Source: an optimization exercise on an open RTL-to-GDS flow (aim: small area, a short achievable clock period and few clock cycles per item). Production flows keep margins and buffers that such runs may drop. Only simulation tests tie the RTL to the original design; equivalence was not proved. Power is estimated from default activity; no workload was simulated.

File: config.mk
export PLATFORM = sky130hd
export DESIGN_NAME = subleq_core
export DESIGN_NICKNAME = subleq_core
export VERILOG_FILES = /design/flow/design.v
export SDC_FILE = /design/flow/constraint.sdc
export NUM_CORES = 4
export LEC_CHECK = 0
export CAP_MARGIN = 20
export CORE_MARGIN = 2
export CORE_UTILIZATION = 40
export SLEW_MARGIN = 20
File: design.v
module subleq_status(
	input clk,
	input rst_n,
	input run,
	output s00_idle,   
	output s01_rop0,   
	output s02_rop1,   
	output s03_rop2,   
	output s04_rmd0,   
	output s05_rmd1,   
	output s06_exec,   
	output s07_wbmd    
	);
reg [2:0] status_cntr;
always @ ( posedge clk or negedge rst_n ) begin
	if (~rst_n)
		status_cntr <= 3'd0;
	else if ((status_cntr == 3'd0)&&run)
		status_cntr <= 3'd1;
	else if (status_cntr == 3'd7)
		status_cntr <= 3'd0;
	else if (status_cntr >= 3'd1)
		status_cntr <= status_cntr + 3'd1;
end
function [7:0] status_decoder;
input [2:0] status_cntr;
begin
	case(status_cntr)
		3'd0 : status_decoder = 8'b0000_0001;
		3'd1 : status_decoder = 8'b0000_0010;
		3'd2 : status_decoder = 8'b0000_0100;
		3'd3 : status_decoder = 8'b0000_1000;
		3'd4 : status_decoder = 8'b0001_0000;
		3'd5 : status_decoder = 8'b0010_0000;
		3'd6 : status_decoder = 8'b0100_0000;
		3'd7 : status_decoder = 8'b1000_0000;
		default : status_decoder = 8'd0;
	endcase
end
endfunction
wire [7:0] decode_bits;
assign decode_bits = status_decoder( status_cntr );
assign s00_idle = decode_bits[0];   
assign s01_rop0 = decode_bits[1];   
assign s02_rop1 = decode_bits[2];   
assign s03_rop2 = decode_bits[3];   
assign s04_rmd0 = decode_bits[4];   
assign s05_rmd1 = decode_bits[5];   
assign s06_exec = decode_bits[6];   
assign s07_wbmd = decode_bits[7];    
endmodule
module subleq_ram(
	input clk,
	input [7:0] ram_radr,
	output [7:0] ram_rdata,
	input [7:0] ram_wadr,
	input [7:0] ram_wdata,
	input ram_wen
	);
reg[7:0] ram[0:255];
reg[7:0] radr;
always @ (posedge clk) begin
	if (ram_wen)
		ram[ram_wadr] <= ram_wdata;
	radr <= ram_radr;
end
assign ram_rdata = ram[radr];
endmodule
module led_io(
	input clk,
	input rst_n,
	input [7:0] ram_wadr,
	input [7:0] ram_wdata,
	input ram_wen,
    output [2:0] led  
	);
reg red;
reg green;
reg blue;
always @ (posedge clk or negedge rst_n) begin
	if (~rst_n)
		red <= 1'b0;
	else if ((ram_wadr == 8'hfd)&&(ram_wen))
		red <= (ram_wdata == 8'hff);
end
always @ (posedge clk or negedge rst_n) begin
	if (~rst_n)
		green <= 1'b0;
	else if ((ram_wadr == 8'hfe)&&(ram_wen))
		green <= (ram_wdata == 8'hff);
end
always @ (posedge clk or negedge rst_n) begin
	if (~rst_n)
		blue <= 1'b0;
	else if ((ram_wadr == 8'hff)&&(ram_wen))
		blue <= (ram_wdata == 8'hff);
end
assign led = { ~red, ~blue, ~green };
endmodule
module subleq_regs_exec(
	input clk,
	input rst_n,
	input s00_idle,   
	input s01_rop0,   
	input s02_rop1,   
	input s03_rop2,   
	input s04_rmd0,   
	input s05_rmd1,   
	input s06_exec,   
	input s07_wbmd,   
	output run,
	output [7:0] ram_radr,
	input [7:0] ram_rdata,
	output [7:0] ram_wadr,
	output [7:0] ram_wdata,
	output ram_wen,
	input [7:0] write_adr_dat,
	input cpu_start,
	input write_address_set,
	input write_data_en,
	input read_start_set,
	input read_end_set,
	input read_stop,
	output rdata_snd_start,
	output [23:0] rdata_snd,
	input flushing_wq,
	output dump_running,
	input start_trush,
	output trush_running,
	input start_step,
	output wire cpu_running,
	input quit_cmd,
	input dump_cpu,
	output cpust_start,
	output [55:0] cpust_snd
	);
reg [7:0] pc;
wire inc_pc;
wire ld_pc;
wire [7:0] ld_value_pc;
always @ (posedge clk or negedge rst_n) begin
	if (~rst_n)
		pc <= 8'd0;
	else if (start_trush)
		pc <= 8'd0;
	else if (cpu_start)
		pc <= write_adr_dat;
	else if (ld_pc)
		pc <= ld_value_pc;
	else if (inc_pc)
		pc <= pc + 8'd1;
end
reg [7:0] idx0;
reg [7:0] idx1;
always @ (posedge clk or negedge rst_n) begin
	if (~rst_n)
		idx0 <= 8'd0;
	else if (s02_rop1)
		idx0 <= ram_rdata;
end
always @ (posedge clk or negedge rst_n) begin
	if (~rst_n)
		idx1 <= 8'd0;
	else if (s03_rop2)
		idx1 <= ram_rdata;
end
reg [7:0] jmpa;
always @ (posedge clk or negedge rst_n) begin
	if (~rst_n)
		jmpa <= 8'd0;
	else if (s04_rmd0)
		jmpa <= ram_rdata;
end
reg [7:0] data0;
wire [7:0] data1;  
always @ (posedge clk or negedge rst_n) begin
	if (~rst_n)
		data0 <= 8'd0;
	else if (s05_rmd1)
		data0 <= ram_rdata;
end
assign data1 = ram_rdata;
wire [8:0] sub;
wire [8:0] pre_accm;
reg [8:0] accm;
assign sub = { data0[7], data0 } - { data1[7], data1 };
assign pre_accm = ((sub[8] == 0)&&(sub[7] == 1)) ? 9'h07f :
                  ((sub[8] == 1)&&(sub[7] == 0)) ? 9'h180 : sub;
always @ (posedge clk or negedge rst_n) begin
	if (~rst_n)
		accm <= 9'd0;
	else if (s06_exec)
		accm <= pre_accm;
end
reg [8:0] cmd_read_adr;
assign ram_radr = dump_running ? cmd_read_adr :
				  s01_rop0 ? pc :
                  s02_rop1 ? pc :
				  s03_rop2 ? pc :
				  s04_rmd0 ? idx0 :
				  s05_rmd1 ? idx1 : 8'd0;
reg [7:0] cmd_wadr_cntr;
wire [7:0] trush_adr;
assign ram_wadr = trush_running ? trush_adr :
                  write_data_en ? cmd_wadr_cntr : idx0;
assign ram_wdata = trush_running ? 8'd0 :
                   write_data_en ? write_adr_dat : accm[7:0];
assign ram_wen = trush_running | write_data_en | s07_wbmd;
assign ld_value_pc = jmpa;
assign ld_pc = ((accm[8] == 1)|(accm[7:0] == 8'd0)) & s07_wbmd;
assign inc_pc = s01_rop0 | s02_rop1 | s03_rop2;
reg cpu_run_state;
reg step_reserve;
reg cupst_snd_wait;
wire rdata_snd_wait;
always @ (posedge clk or negedge rst_n) begin
	if (~rst_n)
		cpu_run_state <= 1'b0;
	else if (quit_cmd)
		cpu_run_state <= 1'b0;	
	else if (cpu_start)
		cpu_run_state <= 1'b1;
end
assign cpu_running = cpu_run_state & ~(rdata_snd_wait | cupst_snd_wait);
wire step_idle_nodump = s00_idle & ~dump_cpu;
wire step_start_cond = step_idle_nodump & ~(rdata_snd_wait | cupst_snd_wait);
always @ (posedge clk or negedge rst_n) begin
	if (~rst_n)
		step_reserve <= 1'b0;
	else if (step_start_cond)
		step_reserve <= 1'b0;	
	else if (~step_idle_nodump & start_step)
		step_reserve <= 1'b1;
end
wire step_run = step_start_cond & (step_reserve | start_step);
assign run = cpu_running | step_run;
always @ (posedge clk or negedge rst_n) begin
	if (~rst_n)
		cmd_wadr_cntr <= 8'd0;
	else if (write_address_set)
		cmd_wadr_cntr <= write_adr_dat;
	else if (write_data_en)
		cmd_wadr_cntr <= cmd_wadr_cntr + 8'd1;
end
reg [7:0] cmd_read_end;
wire dump_end;
wire radr_cntup;
always @ (posedge clk or negedge rst_n) begin
	if (~rst_n)
		cmd_read_adr <= 9'd0;
	else if (read_start_set)
		cmd_read_adr <= write_adr_dat;
	else if (radr_cntup)
		cmd_read_adr <= cmd_read_adr + 9'd1;
end
always @ (posedge clk or negedge rst_n) begin
	if (~rst_n)
		cmd_read_end <= 8'd0;
	else if (read_end_set)
		cmd_read_end <= write_adr_dat;
end
assign dump_end = (cmd_read_adr >= { 1'b0, cmd_read_end });
reg [2:0] status_dump;
wire [2:0] next_status_dump;
function [2:0] dump_status;
input [2:0] status_dump;
input read_end_set;
input read_stop;
input flushing_wq;
input dump_end;
begin
	case(status_dump)
		3'd0 :
			if (read_end_set)
				dump_status = 3'd1;
			else
				dump_status = 3'd0;
		3'd1 :
			if (read_stop)
				dump_status = 3'd0;
			else
				dump_status = 3'd2;
		3'd2 :
			if (read_stop)
				dump_status = 3'd0;
			else
				dump_status = 3'd3;
		3'd3 :
			if (read_stop)
				dump_status = 3'd0;
			else
				dump_status = 3'd4;
		3'd4 :
			if (read_stop)
				dump_status = 3'd0;
			else if (flushing_wq & dump_end)
				dump_status = 3'd0;
			else if (flushing_wq & ~dump_end)
				dump_status = 3'd1;
			else
				dump_status = 3'd4;
		default : dump_status = 3'd0;
	endcase
end
endfunction
assign next_status_dump = dump_status(
							status_dump,
							read_end_set,
							read_stop,
							flushing_wq,
							dump_end);
always @ (posedge clk or negedge rst_n) begin
	if (~rst_n)
		status_dump <= 3'd0;
	else
		status_dump <= next_status_dump;
end
assign radr_cntup = (status_dump == 3'd1)|(status_dump == 3'd2)|(status_dump == 3'd3);
assign dump_running = (status_dump != 3'd0);
assign rdata_snd_wait = (status_dump == 3'd4);
wire en_1st_data = (status_dump == 3'd2);
wire en_2nd_data = (status_dump == 3'd3);
reg en_3rd_data;
reg [7:0] data_1st;
reg [7:0] data_2nd;
reg [7:0] data_3rd;
always @ (posedge clk or negedge rst_n) begin
	if (~rst_n)
		en_3rd_data <= 1'b0;
	else
		en_3rd_data <= en_2nd_data;
end
always @ (posedge clk or negedge rst_n) begin
	if (~rst_n)
		data_1st <= 8'd0;
	else if (en_1st_data)
		data_1st <= ram_rdata;
end
always @ (posedge clk or negedge rst_n) begin
	if (~rst_n)
		data_2nd <= 8'd0;
	else if (en_2nd_data)
		data_2nd <= ram_rdata;
end
always @ (posedge clk or negedge rst_n) begin
	if (~rst_n)
		data_3rd <= 8'd0;
	else if (en_3rd_data)
		data_3rd <= ram_rdata;
end
assign rdata_snd = { data_1st, data_2nd, data_3rd };
reg [8:0] trash_cntr;
always @ (posedge clk or negedge rst_n) begin
	if (~rst_n)
		trash_cntr <= 9'd0;
	else if (start_trush)
		trash_cntr <= 9'h100;
	else if (trash_cntr[8])
		trash_cntr <= trash_cntr + 9'd1;
end
assign trush_adr = trash_cntr[7:0];
assign trush_running = trash_cntr[8];
reg [7:0] sample_pc;
reg [7:0] sample_data1;
always @ (posedge clk or negedge rst_n) begin
	if (~rst_n)
		sample_pc <= 8'd0;
	else if (s01_rop0)
		sample_pc <= pc;
end
always @ (posedge clk or negedge rst_n) begin
	if (~rst_n)
		sample_data1 <= 8'd0;
	else if (s06_exec)
		sample_data1 <= data1;
end
assign cpust_snd = {  sample_pc, idx0, idx1, jmpa, data0, sample_data1, accm[7:0] } ;
always @ (posedge clk or negedge rst_n) begin
	if (~rst_n)
		cupst_snd_wait <= 1'b0;
	else if (flushing_wq)
		cupst_snd_wait <= 1'b0;
	else if (s07_wbmd)
		cupst_snd_wait <= 1'b1;
end
reg cpust_snd_wait_dly;
always @ (posedge clk or negedge rst_n) begin
	if (~rst_n)
		cpust_snd_wait_dly <= 1'b0;
	else
		cpust_snd_wait_dly <= cupst_snd_wait;
end
assign cpust_start = cupst_snd_wait & ~cpust_snd_wait_dly;
reg rdata_snd_wait_dly;
always @ (posedge clk or negedge rst_n) begin
	if (~rst_n)
		rdata_snd_wait_dly <= 1'b0;
	else
		rdata_snd_wait_dly <= rdata_snd_wait;
end
assign rdata_snd_start = rdata_snd_wait & ~rdata_snd_wait_dly;
endmodule
module subleq_core(
	input clk,
	input rst_n,
	input [7:0] write_adr_dat,
	input cpu_start,
	input write_address_set,
	input write_data_en,
	input read_start_set,
	input read_end_set,
	input read_stop,
	input start_trush,
	input start_step,
	input quit_cmd,
	input flushing_wq,
	output cpust_start,
	output [55:0] cpust_snd,
	output rdata_snd_start,
	output [23:0] rdata_snd,
	output trush_running,
	output [2:0] led
	);
wire [7:0] ram_radr;
wire [7:0] ram_rdata;
wire [7:0] ram_wadr;
wire [7:0] ram_wdata;
wire ram_wen;
wire run;
wire s00_idle;
wire s01_rop0;
wire s02_rop1;
wire s03_rop2;
wire s04_rmd0;
wire s05_rmd1;
wire s06_exec;
wire s07_wbmd;
wire dump_running;
wire cpu_running;
led_io led_io (
	.clk(clk),
	.rst_n(rst_n),
	.ram_wadr(ram_wadr),
	.ram_wdata(ram_wdata),
	.ram_wen(ram_wen),
	.led(led)
	);
subleq_ram subleq_ram (
	.clk(clk),
	.ram_radr(ram_radr),
	.ram_rdata(ram_rdata),
	.ram_wadr(ram_wadr),
	.ram_wdata(ram_wdata),
	.ram_wen(ram_wen)
	);
subleq_regs_exec subleq_regs_exec (
	.clk(clk),
	.rst_n(rst_n),
	.s00_idle(s00_idle),
	.s01_rop0(s01_rop0),
	.s02_rop1(s02_rop1),
	.s03_rop2(s03_rop2),
	.s04_rmd0(s04_rmd0),
	.s05_rmd1(s05_rmd1),
	.s06_exec(s06_exec),
	.s07_wbmd(s07_wbmd),
	.run(run),
	.ram_radr(ram_radr),
	.ram_rdata(ram_rdata),
	.ram_wadr(ram_wadr),
	.ram_wdata(ram_wdata),
	.ram_wen(ram_wen),
	.write_adr_dat(write_adr_dat),
	.cpu_start(cpu_start),
	.write_address_set(write_address_set),
	.write_data_en(write_data_en),
	.read_start_set(read_start_set),
	.read_end_set(read_end_set),
	.read_stop(read_stop),
	.rdata_snd_start(rdata_snd_start),
	.rdata_snd(rdata_snd),
	.flushing_wq(flushing_wq),
	.dump_running(dump_running),
	.start_trush(start_trush),
	.trush_running(trush_running),
	.start_step(start_step),
	.cpu_running(cpu_running),
	.quit_cmd(quit_cmd),
	.dump_cpu(1'b0),
	.cpust_start(cpust_start),
	.cpust_snd(cpust_snd)
	);
subleq_status subleq_status (
	.clk(clk),
	.rst_n(rst_n),
	.run(run),
	.s00_idle(s00_idle),
	.s01_rop0(s01_rop0),
	.s02_rop1(s02_rop1),
	.s03_rop2(s03_rop2),
	.s04_rmd0(s04_rmd0),
	.s05_rmd1(s05_rmd1),
	.s06_exec(s06_exec),
	.s07_wbmd(s07_wbmd)
	);
endmodule
File: constraint.sdc
create_clock -name core_clock -period 10.0 [get_ports {clk}]
set_input_delay 2.0000 -clock core_clock [delete_from_list [all_inputs] [get_ports {clk}]]
set_output_delay 2.0000 -clock core_clock [all_outputs]
set_load 0.01 [all_outputs]
File: run.sh
#!/bin/bash
# synth_recipe.tcl (not shown) runs the flow's synth.tcl, then flattens the netlist and writes it again
# the make line also repeats each setting of config.mk as NAME=value (left out here)
make -C /OpenROAD-flow-scripts/flow DESIGN_CONFIG=/design/flow/config.mk WORK_HOME=/design/flow/orfs CLKGATE_MAP_FILE= SYNTH_SCRIPT=/design/flow/synth_recipe.tcl finish
==> run notes <==
-- cell families after synthesis --
| group | after synthesis |
|---|---|
| DFF | 2194 |
| and+or+nand+nor | 803 |
| muxes | 699 |
| AOI/OAI and AO/OA | 517 |
| buffers and inverters | 302 |
| xor gates and xnor gates | 32 |
| adders and majority gates | 27 |
-- synth_stat cells (19+ instances only) --
| master | n |
|---|---|
| dfrtp_1 | 138 |
| and2_1 | 19 |
| ha_1 | 26 |
| nor2b_1 | 29 |
| a22oi_1 | 92 |
| nand3_1 | 60 |
| buf_1 | 19 |
| a221oi_1 | 25 |
| o21ai_0 | 84 |
| mux2i_1 | 213 |
| buf_4 | 28 |
| nand2_1 | 194 |
| inv_1 | 36 |
| buf_6 | 33 |
| a211oi_1 | 29 |
| edfxtp_1 | 2048 |
| clkbuf_1 | 102 |
| mux4_2 | 438 |
| mux2_2 | 42 |
| o21ai_1 | 32 |
| a22o_1 | 21 |
| o22ai_1 | 49 |
| a21oi_1 | 76 |
| nand4_1 | 19 |
| nor3_1 | 42 |
| nor2_1 | 370 |
| buf_2 | 62 |
-- path summary, 6_finish.rpt --
kind	startpoint	endpoint	slack [ns]
worst min-delay path	subleq_regs_exec.cupst_snd_wait	subleq_regs_exec.cpust_snd_wait_dly	0.43
min in group asynchronous	rst_n	led_io.green	1.10
max in group asynchronous	rst_n	subleq_regs_exec.data_3rd[7]	7.41
worst max register to register	flop	subleq_regs_exec.accm[3]	3.26
worst min register to register	subleq_regs_exec.cupst_snd_wait	subleq_regs_exec.cpust_snd_wait_dly	0.43
worst max-delay path	flop	subleq_regs_exec.accm[3]	3.26
-- metrics by stage --
step	hold WS, ns	instance area, um^2	worst slack (ns)	total power, mW
2_1_floorplan	0.389	87200	0.136	15.4
3_3_place_gp	0.427	91300	2.74	18.4
3_5_place_dp	0.417	91300	3.47	18.4
4_1_cts	0.433	98300	3.40	26.4
5_1_grt	0.445	98300	3.02	27.1
6_report	0.425	98300	3.26	26.4
-- power breakdown --
part | switching [mW] | total [mW] | internal, mW | leakage (nW)
Combinational | 4.88 | 7.83 | 2.95 | 7.55
Sequential | 0.372 | 10.5 | 10.1 | 23.1
Clock | 3.53 | 8.05 | 4.51 | 3.39
-- metal layers --
| metal | track usage [%] | up-vias | wire length, um |
|---|---|---|---|
| met4 | 8.81 | 8 | 9960 |
| met1 | 30.3 | 24729 | 101000 |
| met3 | 4.81 | 457 | 21300 |
| met2 | 35.5 | 2332 | 120000 |
| met5 | 0 | - | 55 |
| li1 | - | 18873 | - |
-- final cells by class --
type / count / area (um^2)
diodes: 6 / 15.0
clock buffers: 276 / 5710
clock inverters: 117 / 1270
fillers: 18371 / 119000
inverters: 39 / 148
multi-input cells: 2078 / 20400
flip-flops and latches: 2194 / 65100
well taps: 2854 / 3570
repair buffers: 214 / 2090
-- registers in the layout, summed over array words and instances, names as in the netlist, 9 cells and up, named ones only --
name                           count
subleq_regs_exec.trash_cntr        9
subleq_regs_exec.cmd_read_adr      9
subleq_ram.ram                  2048
subleq_regs_exec.accm              9
-- critical path: cells and delay by family, from the launching register on --
kind,cells,cell delay (ns)
simple gates,4,0.72
fa+ha+maj,2,0.66
flops,1,0.52
buf+inv,4,1.43
compound gates,10,3.20
==> flow_summary.ini <==
[synthesis]
synthArstFlopShare_pct = 6.29
syn_area_um2 = 87200
yosys.area_share.simple_pct = 4.04
synth_xor_area_share_pct = 0.321
synth_edf_count = 2048
postSynthAreaPerCell_um2 = 19.1
yosys-top-cells-area = edfxtp_1 (71%), mux4_2 (11%), dfrtp_1 (4.0%), mux2i_1 (2.4%), nor2_1 (1.6%)
ys_types = 84
syn-num-nets = 4621
synth_adder_area_share_pct = 0.396
synth_mux_area_share_pct = 14.4
synth-seq-area-share_pct = 74.7
synth_top_area_share_pct = 70.5
netlist_instances = 4574
synth_top_cell_by_area = edfxtp_1
synth_top_flop_cell = edfxtp_1
synth_compound_area_share_pct = 4.04
yosys_warnings = 4
synth_seq_cells = 2194
synth_top_family_by_area = multiplexers

[floorplanning]
core_area_um2 = 217000
floorplan.initialDensity_pct = 40.2
rows = 171
die_x_um = 471
num_io_pins = 106
die_y_um = 471
dieArea_um2 = 222000

[clock_network]
cts_tree = done
clock_path_buffers = 3
cts_resized = 0
clk_pin_slew_ns = 0.06
insertion_delay_ns = 0.90
cts-root-buf = clkbuf_16
clock-sinks = 2194
cts.hold.buffers_added = 0
numCtsBuffers = 217
htreeDepth = 4
post_cts_buffers = 0

[cells_and_area]
layout.nets = 4791
final_cells = 7778
final_common_cell = edfxtp_1
area_delta_synth_final_pct = 12.8
drive_above_1_share_pct = 19.3
fin_util_pct = 45.3
most-common-layout-cells = edfxtp_1 (2048), mux4_2 (438), nor2_1 (360), clkbuf_16 (217), mux2i_1 (213)

[run]
maxCapViolCount = 0

[timing]
final_hold_viol_count = 0
relSlewSlack_pct = 21.3
fin_setup_tns_ns = 0
worstMarginPinSlew_ns = 1.18
rsz0062_at_grt = no
setup_violations = 0
maxSlewViolCount = 0
max_freq_mhz = 148
fin_crit_sh_pct = 67.4
fin_crit_ns = 6.74
finClkSkew_ns = 0.0701

[route]
drt_iter0_markers = 5889
drc = 0
antenna_left = 0
vias_per_cell = 5.97
firstDrtPassIters = 5
wl_per_cell_um = 32.4
num_vias = 46399
routed_wl_um = 252000

[worst_setup_path]
critPathMaxFanout = 30
crit_type = reg2reg
cp-start-kind = flop
reg2reg_depth = 20
cp_cell_sequence = buf_4, inv_2, nor2_2, buf_4, and2_1, a22oi_1, a31oi_1, a311o_1, o311a_2, ha_1, inv_1, fa_1, nand2_1, nand2_1, a21oi_1, o21ba_2, o21ai_0, a41oi_1, o21ai_0, a22o_1
crit_required_ns = 10.73
endpoint_kind = flop
crit_slowest_cell = a31oi_1
critPathArrivalTime_ns = 7.47
max_stage_delay_ns = 0.62

[placed_design]
gp_congestion = 0.898
dp.cells = 7379
dp_hpwl_um = 158000
io_buffers = 105

[global_routing]
antenna_found_initial = 14
grt_usage_pct = 22.4
grt_pass1_vias = 45699
grt_overflow = 0
grt_max_degree = 161
grt_pass1_wl_um = 354000

[hold_path]
hold_depth = 0
hp-class = reg2reg

[power_and_ir_drop]
ir_drop_mv = 0.214
power.leakage_nw = 34.0
powerDensity_nw_per_um2 = 268

[status]
status = complete, no violations
Testbench counts, summed over its fixed seeds: cycles 239,992, instrs 24,000.

-- separate check: timing with driven ports --
The flow's constraints put no driver on any port. The routed layout listed below was extracted and timed again, unchanged, in two steps.
Step 1: set_driving_cell puts a clkbuf_16 on clk and a buf_2 on each other input, an assumption about the parent block.
Step 2 times the ports against the registers' clock, not the clock port: input delays grow and output delays shrink by t, the midpoint of the rising clock arrivals with the driver on.
Slacks: no drivers / after step 1 / after step 2; pairs: no drivers / after step 1.
shift t [ns]: 0.944
slack for setup (ns): 3.264 / 3.264 / 3.264
worst register clock-pin slew, ns: 0.07 / 0.07
After both steps setup and hold are still met in this run. The setup slack of this run moves by 0.000 ns with the drivers and by 0.000 ns with both steps.
